Background: an optimization exercise with open tools, aiming at small area, a short achievable clock period and few clock cycles per item. Do not read the settings as production practice.
Function was checked by simulation only, so behaviour that the tests miss may differ from the original.

==> design/flow/config.mk <==
export PLATFORM = sky130hd
export DESIGN_NAME = e203_muldiv
export DESIGN_NICKNAME = e203_muldiv
export VERILOG_FILES = /design/flow/design.v
export SDC_FILE = /design/flow/constraint.sdc
export NUM_CORES = 8
export LEC_CHECK = 0
export CAP_MARGIN = 20
export CORE_MARGIN = 2
export CORE_UTILIZATION = 60
export SLEW_MARGIN = 20
==> design/flow/constraint.sdc <==
create_clock -name core_clock -period 11.0 [get_ports {clk}]
set_input_delay 2.2000 -clock core_clock [delete_from_list [all_inputs] [get_ports {clk}]]
set_output_delay 2.2000 -clock core_clock [all_outputs]
set_load 0.01 [all_outputs]
==> design/flow/design.v <==
module e203_muldiv (
  input         clk,
  input         rst_n,
  input         i_valid,
  output        i_ready,
  input  [2:0]  i_op,
  input  [31:0] i_rs1,
  input  [31:0] i_rs2,
  output        o_valid,
  input         o_ready,
  output [31:0] o_wdat
);
  function [5:0] bitlen;
    input [31:0] v;
    integer i;
    begin
      bitlen = 0;
      for (i = 0; i < 32; i = i + 1)
        if (v[i]) bitlen = i + 1;
    end
  endfunction
  reg busy, done;
  wire start = i_valid & ~busy;
  assign o_valid = done;
  assign i_ready = done & o_ready;
  wire fin = done & o_ready;
  reg        isdiv, rlo, rop, c2, sqn, anr, bz, dneg;
  reg [5:0]  cnt;
  reg [1:0]  nsel;
  reg [34:0] mc;           
  reg [33:0] mp;           
  reg [33:0] acc;          
  reg [35:0] lo;           
  wire op_div = i_op[2];
  wire [32:0] xin = {(i_op[1:0] != 2'd3) & i_rs1[31], i_rs1};
  wire [32:0] yin = {(i_op[1] == 1'b0) & i_rs2[31], i_rs2};
  function [1:0] wcls;
    input [32:0] v;
    begin
      if (v[32:7] == {26{v[32]}}) wcls = 2'd0;
      else if (v[32:11] == {22{v[32]}}) wcls = 2'd1;
      else if (v[32:19] == {14{v[32]}}) wcls = 2'd2;
      else wcls = 2'd3;
    end
  endfunction
  wire [1:0] cx = wcls(xin);
  wire [1:0] cy = wcls(yin);
  wire swap = cx < cy;
  wire [1:0] cm = swap ? cx : cy;
  wire a_neg = ~i_op[0] & i_rs1[31];
  wire b_neg = ~i_op[0] & i_rs2[31];
  wire [5:0] ma = bitlen(i_rs1 ^ {32{a_neg}});
  wire [5:0] mb = bitlen(i_rs2 ^ {32{b_neg}});
  wire [6:0] qs = {1'b0, ma} + {6'd0, a_neg} - {1'b0, mb};
  wire bzero = (i_rs2 == 32'd0);
  wire dskip = qs[6] | bzero;
  wire [32:0] a_ext = {a_neg, i_rs1};
  wire [33:0] r_init = {a_ext[32], a_ext} - {33'd0, a_neg};
  wire [2:0] bc0 = isdiv ? {dneg, dneg, ~dneg} : mp[2:0];
  wire [2:0] bc1 = isdiv ? 3'b000 : mp[4:2];
  function [37:0] booth;
    input [2:0] b;
    input [34:0] x;
    reg one, two, neg;
    reg [37:0] xe, m;
    begin
      one = b[0] ^ b[1];
      two = (b[2] & ~b[1] & ~b[0]) | (~b[2] & b[1] & b[0]);
      neg = b[2];
      xe = {{3{x[34]}}, x};
      m = ({38{one}} & xe) | ({38{two}} & {xe[36:0], 1'b0});
      booth = m ^ {38{neg}};
    end
  endfunction
  wire [37:0] ra = {{4{acc[33]}}, acc};
  wire [37:0] rb = booth(bc0, mc);
  wire [37:0] rc = {booth(bc1, mc), {2{bc1[2]}}};    
  wire [37:0] s1 = ra ^ rb ^ rc;
  wire [37:0] c1 = {(ra[36:0] & rb[36:0]) | (ra[36:0] & rc[36:0]) | (rb[36:0] & rc[36:0]), bc0[2]};
  wire [37:0] sum = s1 + c1 + {37'd0, bc1[2]};
  wire acc_ok = (sum[37] == anr);       
  always @(posedge clk or negedge rst_n) begin
    if (!rst_n) begin
      busy <= 1'b0;
      done <= 1'b0;
    end else if (fin) begin
      busy <= 1'b0;
      done <= 1'b0;
    end else if (start) begin
      busy <= 1'b1;
      done <= op_div & dskip;
    end else if (busy & ~done) begin
      done <= ~c2 & (cnt == 6'd1);
    end
  end
  always @(posedge clk) begin
    if (start) begin
      isdiv <= op_div;
      rlo <= (i_op[1:0] == 2'd0);
      rop <= i_op[1];
      bz <= bzero;
      sqn <= a_neg ^ b_neg;
      anr <= a_neg;
      dneg <= ~(a_neg ^ b_neg);
      nsel <= cm;
      if (op_div) begin
        c2 <= 1'b1;
        cnt <= qs[5:0] + 6'd1;
        acc <= r_init;
        mc <= {{3{i_rs2[31] & ~i_op[0]}}, i_rs2};
        mp <= 34'd0;
        lo <= {30'd0, qs[5:0]};
      end else begin
        c2 <= 1'b0;
        cnt <= (cm == 2'd0) ? 6'd2 : (cm == 2'd1) ? 6'd3 : (cm == 2'd2) ? 6'd5 : 6'd9;
        acc <= 34'd0;
        mc <= swap ? {{2{yin[32]}}, yin} : {{2{xin[32]}}, xin};
        mp <= swap ? {xin, 1'b0} : {yin, 1'b0};
      end
    end else if (busy & ~done) begin
      if (isdiv) begin
        if (c2) begin
          c2 <= 1'b0;
          mc <= mc << lo[5:0];
        end else begin
          cnt <= cnt - 6'd1;
          mc <= {mc[34], mc[34:1]};
          if (acc_ok) acc <= sum[33:0];
          mp <= {mp[32:0], acc_ok};
        end
      end else begin
        cnt <= cnt - 6'd1;
        acc <= sum[37:4];
        mp <= {{4{mp[33]}}, mp[33:4]};
        lo <= {sum[3:0], lo[35:4]};
      end
    end
  end
  reg [63:0] prod;
  always @* begin
    case (nsel)
      2'd0: prod = {{30{acc[33]}}, acc, lo[35:28]};
      2'd1: prod = {{26{acc[33]}}, acc, lo[35:24]};
      2'd2: prod = {{18{acc[33]}}, acc, lo[35:16]};
      default: prod = {acc[27:0], lo};
    endcase
  end
  wire [31:0] mres = rlo ? prod[31:0] : prod[63:32];
  wire [31:0] dval = rop ? acc[31:0] : mp[31:0];
  wire dinv = ~rop & sqn;
  wire dinc = rop ? anr : sqn;
  wire [31:0] dres = (bz & ~rop) ? 32'hFFFFFFFF : (dval ^ {32{dinv}}) + {31'd0, dinc};
  assign o_wdat = isdiv ? dres : mres;
endmodule
==> design/flow/flow/run.sh <==
#!/bin/bash
# The standard layout (the standard.sh, unchanged synthesis), with timing
# repair aimed at a tighter target than the design's clock: repair_timing
# works until every path has this much setup slack at the design's period.
set -euo pipefail
MARGIN=$(cat flow/margin.txt)
bash standard.sh SETUP_SLACK_MARGIN=$MARGIN finish > run_make.log 2>&1
==> design/flow/flow/margin.txt <==
6.2
==> design/flow/standard.sh <==
#!/bin/bash
# synth_recipe.tcl (not shown) runs the flow's synth.tcl, then flattens the netlist and writes it again
# the make line also repeats each setting of config.mk as NAME=value (left out here)
make -C /OpenROAD-flow-scripts/flow DESIGN_CONFIG=/design/flow/config.mk WORK_HOME=/design/flow/orfs CLKGATE_MAP_FILE= SYNTH_SCRIPT=/design/flow/synth_recipe.tcl "${@:-finish}"
==> run_results.csv, run 1 <==
group,metric,value,unit
routing,post_drt_wl_per_cell,31.04,microns
yosys,synth.yosys.seq_area_share,23.60,%
yosys,avgSynthCellArea,8.516,sq um
global_route,grt_pass1_wl,124200,microns
worst_setup_path,worstPathArrival,6.45,ns
floorplanning,die_w,186.3,microns
place,place_inst,2702,
finish,area_delta_synth_final,26.46,%
finish,multi_input_area,16130,sq um
cts,cts_buffer_depth,2,
place,hpwl,57160,microns
cts,cts_buffers,17,
routing,via_per_inst,7.599,
place,place_congestion,1.018,
floorplanning,rows,66,
yosys,synth_cell_type_count,92,
cts,clkSlewWorstSetupHoldPaths,0.07,ns
sta,setup_violations,0,
finish,final_layout_size_suffix_gt1_share,28.14,%
sta,tightestPinTransition,1.143,ns
yosys,synth-seq-cells,157,
yosys,synth_edf_count,155,
routing,routed_wl,90540,microns
place,io_buffers,104,
floorplanning,die_area,34700,sq um
worst_setup_path,cp_slowest_stage_delay,0.36,ns
routing,postRouteAntennaNets,0,
worst_setup_path,cp-start-kind,"input port",
finish,fin_cells,2917,
global_route,grt_max_degree,84,
worst_setup_path,critPathTopFamily,"compound AO/OA/AOI/OAI gates",
routing,initialDrtViolationCount,3906,
global_route,antenna_found_initial,4,
sta,period_share,55.37,%
worst_setup_path,path_common_cell,"nor2_1",
worst_setup_path,cp_max_fo,3,
yosys,synthCells,2341,
routing,dr.pass1.iters,7,
sta,hold_viol_final,0,
finish,regArea,4705,sq um
worst_hold_path,hold_path_class,"reg2reg",
yosys,async_flop_share,1.274,%
sta,rsz0062_at_grt,"yes",
yosys,synth_flop_cell,"edfxtp_1",
worst_setup_path,rrSetupSlack,4.92,ns
cts,clock_sinks,157,
flow_run,drv_cap,0,
sta,period_needed,6.090,ns
yosys,ys_warn_count,1,
worst_setup_path,cp_slowest_cell,"or3_1",
global_route,grt_pass1_vias,19630,
sta,fmax,0.1642,GHz
floorplanning,core,32620,sq um
worst_setup_path,path_buf_inv,3,
sta,slew_viol_final,0,
finish,finish.net_count,2626,
global_route,grt_usage,48.62,%
cts,clockRootBuffer,"clkbuf_16",
finish,num-fill-cells,2092,
worst_setup_path,critPathKind,"in2reg",
yosys,synthesis.nets,2510,
run_status,run_status,"no timing/DRC/antenna violations",
sta,slew_headroom,23.62,%
floorplanning,initial_core_util,61.12,%
floorplanning,fp.dieH,186.3,microns
cts,htreeDepth,4,
floorplanning,ioPinCount,105,
worst_setup_path,worstPathRequired,11.36,ns
yosys,synth_area,19940,sq um
routing,drc_errors,0,
cts,clk_latency,0.48,ns
sta,tns,0,ns
cts,cts_tree,"done",
routing,dr_total_vias,22170,
worst_setup_path,end_kind,"register",
sta,worst_clock_skew,0.01660,ns
global_route,grt_overflow_total,0,
stage by stage:
step	utilization [%]	hold slack (ns)	worst slack (ns)	instance area, sq um
2_1_floorplan	-	0.4853	4.445	20410
3_3_place_gp	65.15	0.5232	3.105	21250
3_5_place_dp	65.15	0.5270	3.063	21250
4_1_cts	73.72	0.5438	4.810	24050
5_1_grt	77.25	0.5917	4.595	25200
6_report	77.29	0.5685	4.910	25210
placed cells by master (no fill, tap or decap), types with 22 or more instances in the layout:
cell type | synthesis | routed
nand2_1 | 195 | 180
nor2_1 | 176 | 160
edfxtp_1 | 155 | 155
mux2i_1 | 163 | 143
a21oi_1 | 177 | 128
buf_4 | 10 | 123
xnor2_1 | 138 | 112
o21ai_0 | 117 | 88
inv_1 | 84 | 79
a22oi_1 | 89 | 69
xor2_1 | 76 | 61
o22ai_1 | 62 | 59
mux4_2 | 53 | 53
nor3_1 | 53 | 50
buf_6 | 3 | 45
a211oi_1 | 50 | 44
buf_2 | 9 | 44
a21oi_2 | 2 | 41
nand3_1 | 44 | 37
and2_1 | 39 | 36
fa_1 | 39 | 36
ha_1 | 59 | 32
a21o_1 | 27 | 26
ha_4 | 0 | 25
nor2b_1 | 27 | 23
o221ai_1 | 28 | 23
o21ai_1 | 3 | 23
xnor2_2 | 0 | 22
final cells by class:
type	count	area share, %
repair buffers	301	11.50
diodes	5	0.04963
flip-flops and latches	157	18.66
clock inverters	14	0.4864
inverters	88	1.370
repair inverters	1	0.02481
clock buffers	18	1.742
multi-input cells	1891	63.97
well taps	442	2.194
synthesized netlist by cell type (28+ instances only):
master	count	share of area, %
o21ai_0	117	2.9
nand2_1	195	3.7
xnor2_1	138	6.1
nor2_1	176	3.3
mux4_2	53	6.0
fa_1	39	3.9
a21oi_1	177	4.4
o22ai_1	62	1.9
buf_1	38	0.72
a211oi_1	50	1.9
ha_1	59	3.7
clkbuf_1	153	2.9
a22oi_1	89	3.4
and2_1	39	1.2
edfxtp_1	155	23
xor2_1	76	3.3
nor3_1	53	1.3
mux2i_1	163	8.2
nand3_1	44	1.1
inv_1	84	1.6
o221ai_1	28	1.2
flip-flops by register name, summed over array words and instances, names as in the netlist:
signal,count
isdiv,1
c2,1
bz,1
cnt,6
mp,34
sqn,1
busy,1
dneg,1
nsel,2
rlo,1
lo,36
rop,1
mc,35
done,1
anr,1
acc,34
logic make-up (layout without fill, tap and decap cells):
family / Yosys count / after routing / synth area share, %
other: 0 / 5 / 0
buffers and inverters: 301 / 422 / 6.025
adder cells (fa/ha/maj): 98 / 98 / 7.619
XOR/XNOR: 215 / 215 / 9.514
AND/OR/NAND/NOR: 663 / 665 / 16.05
AO/OA/AOI/OAI: 683 / 689 / 22.57
multiplexers: 224 / 224 / 14.62
flip-flops: 157 / 157 / 23.60
path summary, 6_finish.rpt:
| kind | start | endpoint | cells past startpoint |
|---|---|---|---|
| max | i_op[0] | done$_DFFE_PN0P_ | 30 |
| min | lo[13]$_SDFFCE_PP0P_ | lo[9]$_SDFFCE_PP0P_ | 1 |
| max reg2reg | mp[2]$_DFFE_PP_ | acc[4]$_DFFE_PP_ | 20 |
| min reg2reg | lo[13]$_SDFFCE_PP0P_ | lo[9]$_SDFFCE_PP0P_ | 1 |
| max in group asynchronous | rst_n | busy$_DFFE_PN0P_ | 1 |
| min in group asynchronous | rst_n | done$_DFFE_PN0P_ | 1 |
layer usage:
| metal | up-vias | GRT usage [%] | part of all wire [%] |
|---|---|---|---|
| met3 | 676 | 13.67 | 16 |
| met5 | - | 0 | 0.11 |
| met1 | 10350 | 62.25 | 33 |
| met4 | 6 | 33.35 | 9.9 |
| li1 | 8915 | - | - |
| met2 | 2220 | 71.41 | 41 |
worst reg2reg max path: stages (launching register included):
cell	delay [ns]
edfxtp_1	0.41
buf_6	0.13
buf_6	0.12
or3b_4	0.41
a21oi_4	0.24
buf_12	0.17
a22oi_1	0.12
xor2_1	0.88
fa_1	0.60
ha_4	0.29
a21o_1	0.20
o21bai_1	0.16
a21oi_1	0.15
o21ai_1	0.09
a211o_1	0.38
nor3_4	0.28
o31ai_4	0.10
a31oi_4	0.24
xnor3_2	0.42
buf_6	0.19
o21a_4	0.26
repair_timing:
item | 4_1_cts | 5_1_grt
hold buffers | 0 | 0
gates resized for setup | 496 | 265
setup endpoints to repair | 239 | 211
cloned | 19 | 0
buffers inserted | 101 | 58
endpoints found under the hold margin | 0 | 0
pin swaps | 120 | 132
Testbench counts, summed over its fixed seeds: cycles 170,925, ops 24,000.
==> run 2, diff against run 1 <==
==> design/flow/run.sh (new file) <==
#!/bin/bash
# synth_recipe.tcl (not shown) runs the flow's synth.tcl, then flattens the netlist and writes it again
# the make line also repeats each setting of config.mk as NAME=value (left out here)
make -C /OpenROAD-flow-scripts/flow DESIGN_CONFIG=/design/flow/config.mk WORK_HOME=/design/flow/orfs CLKGATE_MAP_FILE= SYNTH_SCRIPT=/design/flow/synth_recipe.tcl finish
--- a/design/flow/config.mk
+++ b/design/flow/config.mk
@@ -8,4 +8,5 @@
 export CAP_MARGIN = 20
 export CORE_MARGIN = 2
 export CORE_UTILIZATION = 60
+export SETUP_SLACK_MARGIN = 5
 export SLEW_MARGIN = 20
removed: design/flow/flow/run.sh
removed: design/flow/flow/margin.txt
removed: design/flow/standard.sh
==> run 2 against run 1 <==
Compared with the run above:
- still clean on timing, DRC and antenna
- critical path depth fell by 4
- sequential share of layout area rose by 2.5 points
- critical path type unchanged
- cell count fell by 4.6%
- via count fell by 10%
- core utilization fell by 9.2 points
- wire length fell by 14%
- global-route usage fell by 4.1 points
==> run_results.csv, run 2 <==
group,metric,value,unit
yosys,synth_edf_count,155,
floorplanning,rows,66,
sta,hold_slack,0.5503,ns
finish,final_layout_size_suffix_gt1_share,12.53,%
worst_setup_path,cp_max_fo,13,
yosys,synthesis.nets,2510,
finish,final_cell_mix,"194 x nand2_1, 169 x nor2_1, 169 x a21oi_1",
worst_hold_path,worstHoldStart,"busy$_DFFE_PN0P_",
worst_setup_path,reg2reg_depth,20,
sta,rsz0062_at_grt,"yes",
yosys,synth_flop_cell,"edfxtp_1",
finish,finish.net_count,2494,
sta,period_needed,6.193,ns
sta,tightestPinTransition,1.104,ns
worst_setup_path,worstPathRequired,11.35,ns
finish,multi_input_area,14390,sq um
yosys,synth_area,19940,sq um
cts,cts_buffers,17,
floorplanning,initial_core_util,61.12,%
yosys,synth_compound_area_share,22.57,%
worst_setup_path,worstPathArrival,6.54,ns
yosys,yosys.cell_count.top_type,"nand2_1",
finish,regArea,4705,sq um
cts,clockRootBuffer,"clkbuf_16",
worst_setup_path,critPathKind,"in2reg",
floorplanning,die_area,34700,sq um
routing,post_drt_wl_per_cell,27.87,microns
yosys,yosys.area_share.adder,7.619,%
finish,reg_top3,"lo x36, mc x35",
worst_setup_path,end_kind,"register",
routing,via_per_inst,7.170,
floorplanning,die_w,186.3,microns
finish,top_register,"lo",
yosys,synthCells,2341,
floorplanning,ioPinCount,105,
worst_setup_path,rrSetupSlack,5.22,ns
routing,initialDrtViolationCount,3406,
global_route,grt_pass1_vias,18160,
sta,slew_headroom,26.13,%
sta,setup_violations,0,
cts,htreeDepth,4,
routing,dr.pass1.iters,7,
finish,num-fill-cells,2670,
yosys,avgSynthCellArea,8.516,sq um
yosys,yosys-top-cells-count,"195 x nand2_1, 177 x a21oi_1, 176 x nor2_1",
worst_hold_path,hold_end,"busy$_DFFE_PN0P_",
yosys,synth_top_area_cell,"edfxtp_1",
yosys,synth_mux_area_share,14.62,%
yosys,synth.yosys.seq_area_share,23.60,%
worst_hold_path,whs_path_depth,2,
routing,routed_wl,77540,microns
yosys,synth_top_family_by_area,"compound AO/OA/AOI/OAI gates",
routing,dr_total_vias,19950,
global_route,grt_max_degree,83,
finish,layout.cells.most_common,"nand2_1",
global_route,grt_usage,44.50,%
worst_setup_path,cp-start-kind,"input port",
cts,clkSlewWorstSetupHoldPaths,0.07,ns
yosys,synth_top_area_share,23.35,%
run_status,run_status,"no timing/DRC/antenna violations",
place,io_buffers,104,
routing,drc_errors,0,
yosys,synth_area_leaders,"edfxtp_1 23%, mux2i_1 8.2%, xnor2_1 6.1%, mux4_2 6.0%, a21oi_1 4.4%",
cts,clock_sinks,157,
cts,cts_hold_buf,0,
sta,slew_viol_final,0,
cts,cts_tree,"done",
worst_setup_path,cp_slowest_stage_delay,0.58,ns
finish,largest_reg_flops,36,
sta,period_share,56.30,%
finish,area_delta_synth_final,11.37,%
yosys,async_flop_share,1.274,%
cts,cts_buffer_depth,2,
yosys,synth_xor_area_share,9.514,%
yosys,synth-simple-area-share,16.05,%
sta,worst_clock_skew,0.01418,ns
routing,postRouteAntennaNets,0,
global_route,grt_pass1_wl,113900,microns
flow_run,drv_cap,0,
sta,tns,0,ns
yosys,synth-seq-cells,157,
worst_setup_path,r2r_start,"mp[3]$_DFFE_PP_",
worst_setup_path,cp_slowest_cell,"clkdlybuf4s15_1",
worst_setup_path,reg2reg_to,"acc[27]$_DFFE_PP_",
worst_hold_path,hold_path_class,"reg2reg",
global_route,antenna_found_initial,4,
cts,clk_latency,0.47,ns
sta,hold_viol_final,0,
place,hpwl,56750,microns
global_route,grt_overflow_total,0,
place,place_congestion,0.9878,
yosys,synth_cell_type_count,92,
sta,fmax,0.1615,GHz
yosys,ys_warn_count,1,
floorplanning,fp.dieH,186.3,microns
floorplanning,core,32620,sq um
==> run 2: layer usage <==
| layer | up-vias | GRT usage [%] | routed length (microns) |
|---|---|---|---|
| li1 | 8641 | - | - |
| met1 | 9521 | 58.99 | 28970 |
| met2 | 1522 | 65.29 | 33160 |
| met5 | - | 0 | 0 |
| met4 | 0 | 25.17 | 5180 |
| met3 | 263 | 12.73 | 10230 |
==> run 2: cell type report <==
cell class                 instances  area share (%)
multi-input combinational       1885           64.81
sequential                       157           21.19
timing repair buffer             175           7.416
tap                              442           2.491
clock buffer                      18           1.933
inverter                          88           1.522
clock inverter                    14          0.5861
timing repair inverter             1         0.02818
antenna                            2         0.02254
==> run 2: critical path: cells and delay by family <==
family | cells | cell delay (ns)
buffers and inverters | 3 | 0.78
AO/OA/AOI/OAI | 14 | 1.85
XOR/XNOR | 1 | 0.09
AND/OR/NAND/NOR | 5 | 0.79
adder cells (fa/ha/maj) | 3 | 0.80
==> run 2: through the flow <==
stage	setup slack (ns)	util (%)	instance area, sq um	cells
global placement	3.127	64.42	21010	2706
finish	4.808	68.07	22200	2782
global route	4.615	68.05	22200	2780
CTS	4.768	67.27	21940	2764
detailed placement	3.039	64.42	21010	2706
floorplan	4.445	-	20050	2341
==> run 2: worst max path at each step <==
stage	startpoint	endpoint	slack, ns	depth (start not counted)
floorplan	i_op[0]	done$_DFFE_PN0P_	4.45	32
global placement	i_rs1[31]	done$_DFFE_PN0P_	3.13	30
detailed placement	i_rs1[31]	done$_DFFE_PN0P_	3.04	30
CTS	i_op[0]	done$_DFFE_PN0P_	4.77	30
global route	i_op[0]	done$_DFFE_PN0P_	4.61	28
finish	i_rs1[19]	done$_DFFE_PN0P_	4.81	26
==> run 2: timing repair <==
item | CTS | global route
pin swaps | 29 | 34
buffers inserted | 20 | 15
endpoints found under the setup margin | 75 | 81
cloned | 6 | 0
resized for setup | 118 | 100
==> run 2: cells by family after synthesis <==
group	count (synthesis)
AO/OA/AOI/OAI	683
XOR/XNOR	215
adder cells (fa/ha/maj)	98
buffers and inverters	301
flip-flops	157
multiplexers	224
AND/OR/NAND/NOR	663
==> run 3, diff against run 2 <==
==> design/flow/flow/run.sh (new file) <==
#!/bin/bash
# The standard layout (the standard.sh, unchanged synthesis) with three
# changes to how it is made:
#  - ports are buffered with a plain buffer (not a delay cell),
#  - the resizer may change a cell's drive strength even when that changes
#    the cell's width (MATCH_CELL_FOOTPRINT 0),
#  - timing repair aims for more setup slack than the design's clock needs.
set -euo pipefail
MARGIN=$(cat flow/margin.txt)
bash standard.sh SETUP_SLACK_MARGIN=$MARGIN MATCH_CELL_FOOTPRINT=0 \
  "BUFFER_PORTS_ARGS=-buffer_cell sky130_fd_sc_hd__buf_4" finish > run_make.log 2>&1
==> design/flow/flow/margin.txt (new file) <==
5.8
==> design/flow/standard.sh (new file) <==
#!/bin/bash
# synth_recipe.tcl (not shown) runs the flow's synth.tcl, then flattens the netlist and writes it again
# the make line also repeats each setting of config.mk as NAME=value (left out here)
make -C /OpenROAD-flow-scripts/flow DESIGN_CONFIG=/design/flow/config.mk WORK_HOME=/design/flow/orfs CLKGATE_MAP_FILE= SYNTH_SCRIPT=/design/flow/synth_recipe.tcl "${@:-finish}"
--- a/design/flow/config.mk
+++ b/design/flow/config.mk
@@ -8,5 +8,4 @@
 export CAP_MARGIN = 20
 export CORE_MARGIN = 2
 export CORE_UTILIZATION = 60
-export SETUP_SLACK_MARGIN = 5
 export SLEW_MARGIN = 20
removed: design/flow/run.sh
==> run 3 against run 2 <==
Compared with the run above:
- register-to-register slack improved by 0.32 ns
- non-clock buffer count rose by 85
- still clean
- critical endpoint unchanged
- die area did not move
==> run_results.csv, run 3 <==
group,metric,value,unit
sta,fmax,0.1598,GHz
sta,rsz0062_at_grt,"yes",
routing,via_per_inst,7.362,
yosys,yosys.cell_count.top_type,"nand2_1",
routing,post_drt_wl_per_cell,29.64,microns
floorplanning,rows,66,
worst_setup_path,reg2reg_to,"acc[1]$_DFFE_PP_",
finish,area_delta_synth_final,19.82,%
sta,tns,0,ns
cts,clkSlewWorstSetupHoldPaths,0.06,ns
worst_hold_path,hold_path_class,"reg2reg",
finish,diodes,0,
floorplanning,die_w,186.3,microns
cts,cts_buffer_depth,2,
yosys,ys_warn_count,1,
sta,setup_violations,0,
worst_setup_path,r2r_start,"mp[0]$_SDFFCE_PP0P_",
flow_run,drv_cap,0,
yosys,synth_edf_count,155,
yosys,synth-simple-area-share,16.05,%
worst_setup_path,cp_slowest_stage_delay,0.35,ns
worst_setup_path,cp_slowest_cell,"fa_2",
routing,dr.pass1.iters,6,
yosys,synth.yosys.seq_area_share,23.60,%
yosys,synth_area_leaders,"edfxtp_1 23%, mux2i_1 8.2%, xnor2_1 6.1%, mux4_2 6.0%, a21oi_1 4.4%",
global_route,grt_overflow_total,0,
global_route,grt_max_degree,70,
finish,fin_cells,2868,
floorplanning,core,32620,sq um
cts,cts_hold_buf,0,
place,place_congestion,1.043,
finish,largest_reg_flops,36,
routing,dr_total_vias,21110,
yosys,synth-seq-cells,157,
yosys,avgSynthCellArea,8.516,sq um
worst_hold_path,worstHoldStart,"busy$_DFFE_PN0P_",
run_status,run_status,"no timing/DRC/antenna violations",
yosys,async_flop_share,1.274,%
yosys,synth_top_family_by_area,"compound AO/OA/AOI/OAI gates",
floorplanning,ioPinCount,105,
worst_setup_path,worstPathRequired,11.34,ns
yosys,synth_top_area_cell,"edfxtp_1",
sta,hold_viol_final,0,
cts,cts_tree,"done",
sta,tightestPinTransition,1.182,ns
cts,htreeDepth,4,
global_route,grt_usage,46.70,%
place,io_buffers,104,
finish,finish.net_count,2582,
finish,final_cell_mix,"210 x buf_4, 181 x nand2_1, 165 x nor2_1",
cts,cts_buffers,17,
sta,slew_headroom,21.21,%
routing,routed_wl,85010,microns
worst_setup_path,cp_max_fo,5,
yosys,yosys-top-cells-count,"195 x nand2_1, 177 x a21oi_1, 176 x nor2_1",
worst_setup_path,cp-start-kind,"input port",
finish,final_layout_size_suffix_gt1_share,23.45,%
yosys,synthCells,2341,
yosys,synth_mux_area_share,14.62,%
finish,reg_top3,"lo x36, mc x35",
routing,postRouteAntennaNets,0,
floorplanning,initial_core_util,61.12,%
sta,period_needed,6.259,ns
yosys,synth_cell_type_count,92,
routing,drc_errors,0,
place,place_inst,2708,
place,hpwl,57630,microns
global_route,grt_pass1_wl,119100,microns
global_route,antenna_found_initial,3,
sta,period_share,56.90,%
worst_setup_path,critPathKind,"in2reg",
cts,clockRootBuffer,"clkbuf_16",
routing,initialDrtViolationCount,3537,
cts,clock_sinks,157,
yosys,synth_flop_cell,"edfxtp_1",
worst_setup_path,reg2reg_depth,21,
yosys,synth_top_area_share,23.35,%
cts,clk_latency,0.47,ns
yosys,synth_compound_area_share,22.57,%
worst_hold_path,whs_path_depth,2,
worst_setup_path,end_kind,"register",
yosys,synth_area,19940,sq um
finish,fin_util,73.23,%
worst_setup_path,path_common_cell,"nor2_1",
finish,layout.cells.most_common,"buf_4",
sta,worst_clock_skew,0.02317,ns
worst_setup_path,rrSetupSlack,5.54,ns
worst_setup_path,worstPathArrival,6.60,ns
yosys,synthesis.nets,2510,
global_route,grt_pass1_vias,18810,
finish,top_register,"lo",
sta,slew_viol_final,0,
worst_hold_path,hold_end,"busy$_DFFE_PN0P_",
floorplanning,fp.dieH,186.3,microns
yosys,synth_xor_area_share,9.514,%
floorplanning,die_area,34700,sq um
yosys,yosys.area_share.adder,7.619,%
-- run 3: cell type report --
cell class | count | area (sq um)
multi-input cells | 1888 | 15270
fillers | 2354 | 8731
flip-flops and latches | 157 | 4705
repair buffers | 260 | 2381
well taps | 442 | 553.0
clock buffers | 20 | 446.7
inverters | 88 | 342.8
clock inverters | 12 | 185.2
repair inverters | 1 | 8.758
-- run 3: worst max-delay path: cells and delay by family --
kind                     cells  cell delay, ns
AO/OA/AOI/OAI               15            2.42
XOR/XNOR                     1            0.09
adder cells (fa/ha/maj)      3            0.83
buffers and inverters        3            0.32
AND/OR/NAND/NOR              6            0.72
-- run 3: kinds of logic after synthesis --
family | after synthesis
adders and majority gates | 98
and+or+nand+nor | 663
xor gates and xnor gates | 215
AOI/OAI and AO/OA | 683
buffers and inverters | 301
muxes | 224
DFF | 157
-- run 3: routing by layer --
metal  wire (microns)  vias to the layer above  share of wire [%]  GRT usage [%]
li1                 -                     8821                  -              -
met1            30300                    10030                 36          60.72
met3            12290                      411                 14          13.75
met5               74                        -              0.087          1.143
met2            35500                     1845                 42          68.64
met4             6839                        8                8.0          28.22
-- run 3: stage by stage --
| stage | setup WS, ns | area (sq um) | hold WS [ns] |
|---|---|---|---|
| after floorplan | 4.493 | 20170 | 0.4853 |
| after CTS | 4.832 | 22720 | 0.5511 |
| after global placement | 3.786 | 20880 | 0.5159 |
| after detailed placement | 3.696 | 20880 | 0.5372 |
| after global routing | 4.542 | 23890 | 0.5861 |
| final | 4.741 | 23890 | 0.5629 |
-- run 3: how the worst max path moves through the flow --
stage / startpoint / endpoint / cells past startpoint
global placement: i_op[0] / done$_DFFE_PN0P_ / 30
finish: i_op[0] / done$_DFFE_PN0P_ / 28
detailed placement: i_op[0] / done$_DFFE_PN0P_ / 30
floorplan: i_op[0] / done$_DFFE_PN0P_ / 32
CTS: i_op[0] / done$_DFFE_PN0P_ / 30
global route: i_rs2[31] / done$_DFFE_PN0P_ / 28
-- run 3: timing repair --
item,in CTS,in global routing
gates resized for setup,104,139
endpoints found under the setup margin,111,111
buffers inserted,61,50
pin swaps,71,100
gates cloned,10,7

## static timing again, ports no longer ideal
No port has a modelled driver above. Below, the same layouts with a new extraction and two added sets of constraints.
Step 1 sets driving cells, clkbuf_16 on the clock port and buf_2 on the other inputs (assumed; they add their load-dependent delay and slew).
Step 2 times the ports against the registers' clock, not the clock port: input delays grow and output delays shrink by t, the midpoint of the rising clock arrivals with the driver on.
Three values: ideal, step 1, step 2; two values: the first two.
| run | t, ns | setup WS [ns] | worst setup path after step 2 | worst data-port slew with drivers (ns) |
|---|---|---|---|---|
| run 1 | 0.525 | 4.910 / 4.916 / 4.393 | input to register | 0.06 |
| run 2 | 0.522 | 4.808 / 4.843 / 4.322 | input to register | 0.08 |
| run 3 | 0.514 | 4.741 / 4.733 / 4.219 | input to register | 0.06 |
After both steps setup and hold are still met in every run listed. The setup slack of run 3, which loses most, moves by -0.008 ns with the drivers and by -0.522 ns with both steps.
